What follows belongs to an exercise in optimizing a design on an open flow for small area and a short achievable clock period; a production flow would make more cautious choices.
Function was checked by simulation only, so behaviour that the tests miss may differ from the original.
No activity file was given, so power comes from the tool's default toggle rates.

==> flow/design.v <==
module regfile(clk, reset, wen, wsel, wdata, asel, adata, bsel, bdata);
input clk, reset, wen;
input [3:0] wsel, asel, bsel;
input [15:0] wdata;
output [15:0] adata, bdata;
wire [255:0] all;
wire [15:0] wd = reset ? 16'b0 : wdata;
genvar i;
generate for (i = 0; i < 16; i = i + 1) begin : regs
	reg [15:0] q;
	always @(posedge clk)
		if (reset | (wen & (wsel == i)))
			q <= wd;
	assign all[16*i +: 16] = q;
end endgenerate
wire [15:0] aoh = 16'b1 << asel;
wire [15:0] boh = 16'b1 << bsel;
reg [15:0] aacc, bacc;
integer j;
always @(*) begin
	aacc = 16'b0;
	bacc = 16'b0;
	for (j = 0; j < 16; j = j + 1) begin
		aacc = aacc | (all[16*j +: 16] & {16{aoh[j]}});
		bacc = bacc | (all[16*j +: 16] & {16{boh[j]}});
	end
end
assign adata = aacc;
assign bdata = bacc;
endmodule
module _3710alu(A, B, inst, C);
input [15:0] A, B, inst;
output reg [15:0] C;
wire [3:0] hi = inst[15:12];
wire [3:0] lo = inst[7:4];
wire [7:0] imm = inst[7:0];
wire rform  = (hi == 4'b0000);
wire immadd = (hi == 4'b0101) | (hi == 4'b0111) | (hi == 4'b1011) | (hi == 4'b0110);
wire immsub = (hi == 4'b1001);
wire sub    = immsub | (rform & (lo == 4'b1001));
wire b8     = (hi == 4'b0110) ? 1'b0 : (imm[7] ^ immsub);
wire [15:0] opb = (immadd | immsub) ? {7'b0, b8, imm} : B;
wire [15:0] sum = A + (opb ^ {16{sub}}) + {15'b0, sub};
wire right = lo[0];
wire [15:0] ar, sl, shres;
genvar i;
generate for (i = 0; i < 16; i = i + 1) begin : rev
	assign ar[i] = right ? A[15-i] : A[i];
	assign shres[i] = right ? sl[15-i] : sl[i];
end endgenerate
assign sl = (|B[15:4]) ? 16'b0 : (ar << B[3:0]);
always @(*)
begin
	C = 16'b0;
	if (immadd | immsub)
		C = sum;
	else if (rform)
		case (lo)
		4'b0101, 4'b0110, 4'b0111, 4'b0100, 4'b1001: C = sum;
		4'b0001: C = A & B;
		4'b0010: C = A | B;
		4'b0011: C = A ^ B;
		4'b1111: C = ~A;
		default: C = 16'b0;
		endcase
	else if (hi == 4'b1000 && (lo == 4'b0100 || lo == 4'b1111))
		C = shres;
end
endmodule
module FSM (clk, reset, rdata, state, addr_r, we);
input clk, reset;
input [15:0] rdata;
output reg [3:0] state;
output reg addr_r, we;
localparam RST   = 4'd0,  FIRST = 4'd1,  R1   = 4'd2,  R2   = 4'd3,
           L1    = 4'd4,  L2    = 4'd5,  J1   = 4'd6,  J2   = 4'd7,
           S1    = 4'd8,  S1I   = 4'd9,  S2   = 4'd10, WB   = 4'd11,
           JAL1  = 4'd12, JAL2  = 4'd13, JAL3 = 4'd14;
reg [3:0] nstate;
always @(*)
begin
	if (reset)
		nstate = RST;
	else
		case (state)
		RST, WB: nstate = FIRST;
		FIRST:
			if (rdata[15:12] == 4'b0100)
				case (rdata[7:4])
				4'b0000: nstate = L1;
				4'b0100: nstate = S1;
				4'b1100: nstate = J1;
				4'b1000: nstate = JAL1;
				default: nstate = FIRST;
				endcase
			else
				nstate = R1;
		R1:    nstate = R2;
		R2:    nstate = WB;
		S1:    nstate = S1I;
		S1I:   nstate = S2;
		S2:    nstate = RST;
		L1:    nstate = L2;
		L2:    nstate = RST;
		J1:    nstate = J2;
		J2:    nstate = FIRST;
		JAL1:  nstate = JAL2;
		JAL2:  nstate = JAL3;
		JAL3:  nstate = FIRST;
		default: nstate = RST;
		endcase
end
always @(posedge clk)
begin
	state  <= nstate;
	addr_r <= (nstate == S1) | (nstate == S1I) | (nstate == L1);
	we     <= (nstate == S1) | (nstate == S1I);
end
endmodule
module cpuDatapath(clk, reset, uart, mem_rdata, mem_addr, mem_wdata, mem_we);
input clk, reset;
input [7:0] uart;
input [15:0] mem_rdata;
output [15:0] mem_addr;
output [15:0] mem_wdata;
output mem_we;
localparam RST   = 4'd0,  FIRST = 4'd1,  R1   = 4'd2,  R2   = 4'd3,
           L1    = 4'd4,  L2    = 4'd5,  J1   = 4'd6,  J2   = 4'd7,
           S1    = 4'd8,  S1I   = 4'd9,  S2   = 4'd10, WB   = 4'd11,
           JAL1  = 4'd12, JAL2  = 4'd13, JAL3 = 4'd14;
wire [3:0] state;
wire addr_r;
reg [15:0] pc, p2;
reg [3:0] dreg;
wire [15:0] ra, rb, alu;
FSM mainFsm(.clk(clk), .reset(reset), .rdata(mem_rdata), .state(state),
	.addr_r(addr_r), .we(mem_we));
wire st_wb   = (state == WB);
wire st_jal1 = (state == JAL1);
wire pc_en   = (state == R2) | (state == S2) | (state == L2) | (state == J1) |
               st_jal1 | (state == JAL2);
wire wen     = st_wb | (state == L2) | st_jal1;
wire [3:0] wsel = st_jal1 ? 4'b1111 : dreg;
regfile reg_bank(.clk(clk), .reset(reset), .wen(wen), .wsel(wsel),
	.wdata(st_wb ? p2 : mem_rdata),
	.asel(mem_rdata[11:8]), .adata(ra), .bsel(mem_rdata[3:0]), .bdata(rb));
_3710alu alu0(.A(ra), .B(rb), .inst(mem_rdata), .C(alu));
always @(posedge clk)
begin
	dreg <= mem_rdata[11:8];
	p2 <= alu;
	if (pc_en)
		pc <= (state == J1) ? rb : pc + 16'd1;
	else if (reset)
		pc <= 16'b0;
end
assign mem_addr  = addr_r ? rb : pc;
assign mem_wdata = {8'b0, uart};
endmodule
clock: 10.0 ns
lec_check: 0
cap_margin: 20
core_margin: 2
core_utilization: 65
place_density: 0.75
slew_margin: 20
standard.sh (not shown) runs the stock make flow with config.mk's settings and CLKGATE_MAP_FILE= SYNTH_SCRIPT=/design/flow/synth_recipe.tcl, a recipe that flattens the netlist after the stock synthesis.
==> flow/flow/run.sh <==
#!/bin/bash
set -e
rm -rf scripts_mod
cp -r "$FLOW_HOME/scripts" scripts_mod
cp flow/abc_map.script scripts_mod/abc_speed.script
export BUFFER_PORTS_ARGS="-buffer_cell sky130_fd_sc_hd__buf_1"
export PLACE_PINS_ARGS=" -group_pins {uart[0] mem_wdata[0]} -group_pins {uart[1] mem_wdata[1]} -group_pins {uart[2] mem_wdata[2]} -group_pins {uart[3] mem_wdata[3]} -group_pins {uart[4] mem_wdata[4]} -group_pins {uart[5] mem_wdata[5]} -group_pins {uart[6] mem_wdata[6]} -group_pins {uart[7] mem_wdata[7]}"
export CTS_ARGS="-sink_clustering_enable -repair_clock_nets -dont_use_dummy_load -buf_list sky130_fd_sc_hd__clkbuf_8 -sink_clustering_size 16 -sink_clustering_max_diameter 80"
bash standard.sh SCRIPTS_DIR="$PWD/scripts_mod" SETUP_SLACK_MARGIN=4.5 finish > standard.log 2>&1
==> flow/flow/abc_map.script <==
&get -n
&st
&dch
&nf -R 1000 -p
&put
topo
stime -c
dnsize -c
The first run went through all stages and came out clean.
Next try:
==> flow/flow/abc_map.script (replaced) <==
&get -n
&st
&dch
&nf -R 1000 -p
&put
buffer -c
topo
stime -c
upsize -c
dnsize -c
The changed run ran to the end with no violations; sequential power barely changes; final cell count rose by 1.4%; power is about the same; synthesized area rose by 3.0%; non-clock buffer count rose by 20; fmax rose by 1.1%.

-- afterwards: timing with drivers on the ports --
In the flow no input, the clock included, has a driving cell. The finished layouts below were timed again as built, in two steps.
Step 1 assumes that a clkbuf_16 drives the clock port and a buf_2 every other input.
Step 2, shift: input delay + t, output delay - t, t = (earliest + latest rising clock arrival at the registers) / 2. This alone moves slack from input paths to output paths.
Slacks: no drivers / after step 1 / after step 2; pairs: no drivers / after step 1.
run	shift t [ns]	setup WS [ns]	worst hold slack (ns)	latest minus earliest clock arrival (ns)	worst slew at a driven data input, ns
the first run	0.599	3.255 / 3.214 / 2.901	0.690 / 0.690 / 0.690	0.071 / 0.072	0.07
the second run	0.604	3.327 / 3.288 / 2.878	0.682 / 0.682 / 0.682	0.029 / 0.028	0.06
After both steps setup and hold are still met in every run listed. For the second run, which loses most, drivers alone change the setup slack by -0.039 ns; drivers and shift together by -0.449 ns.
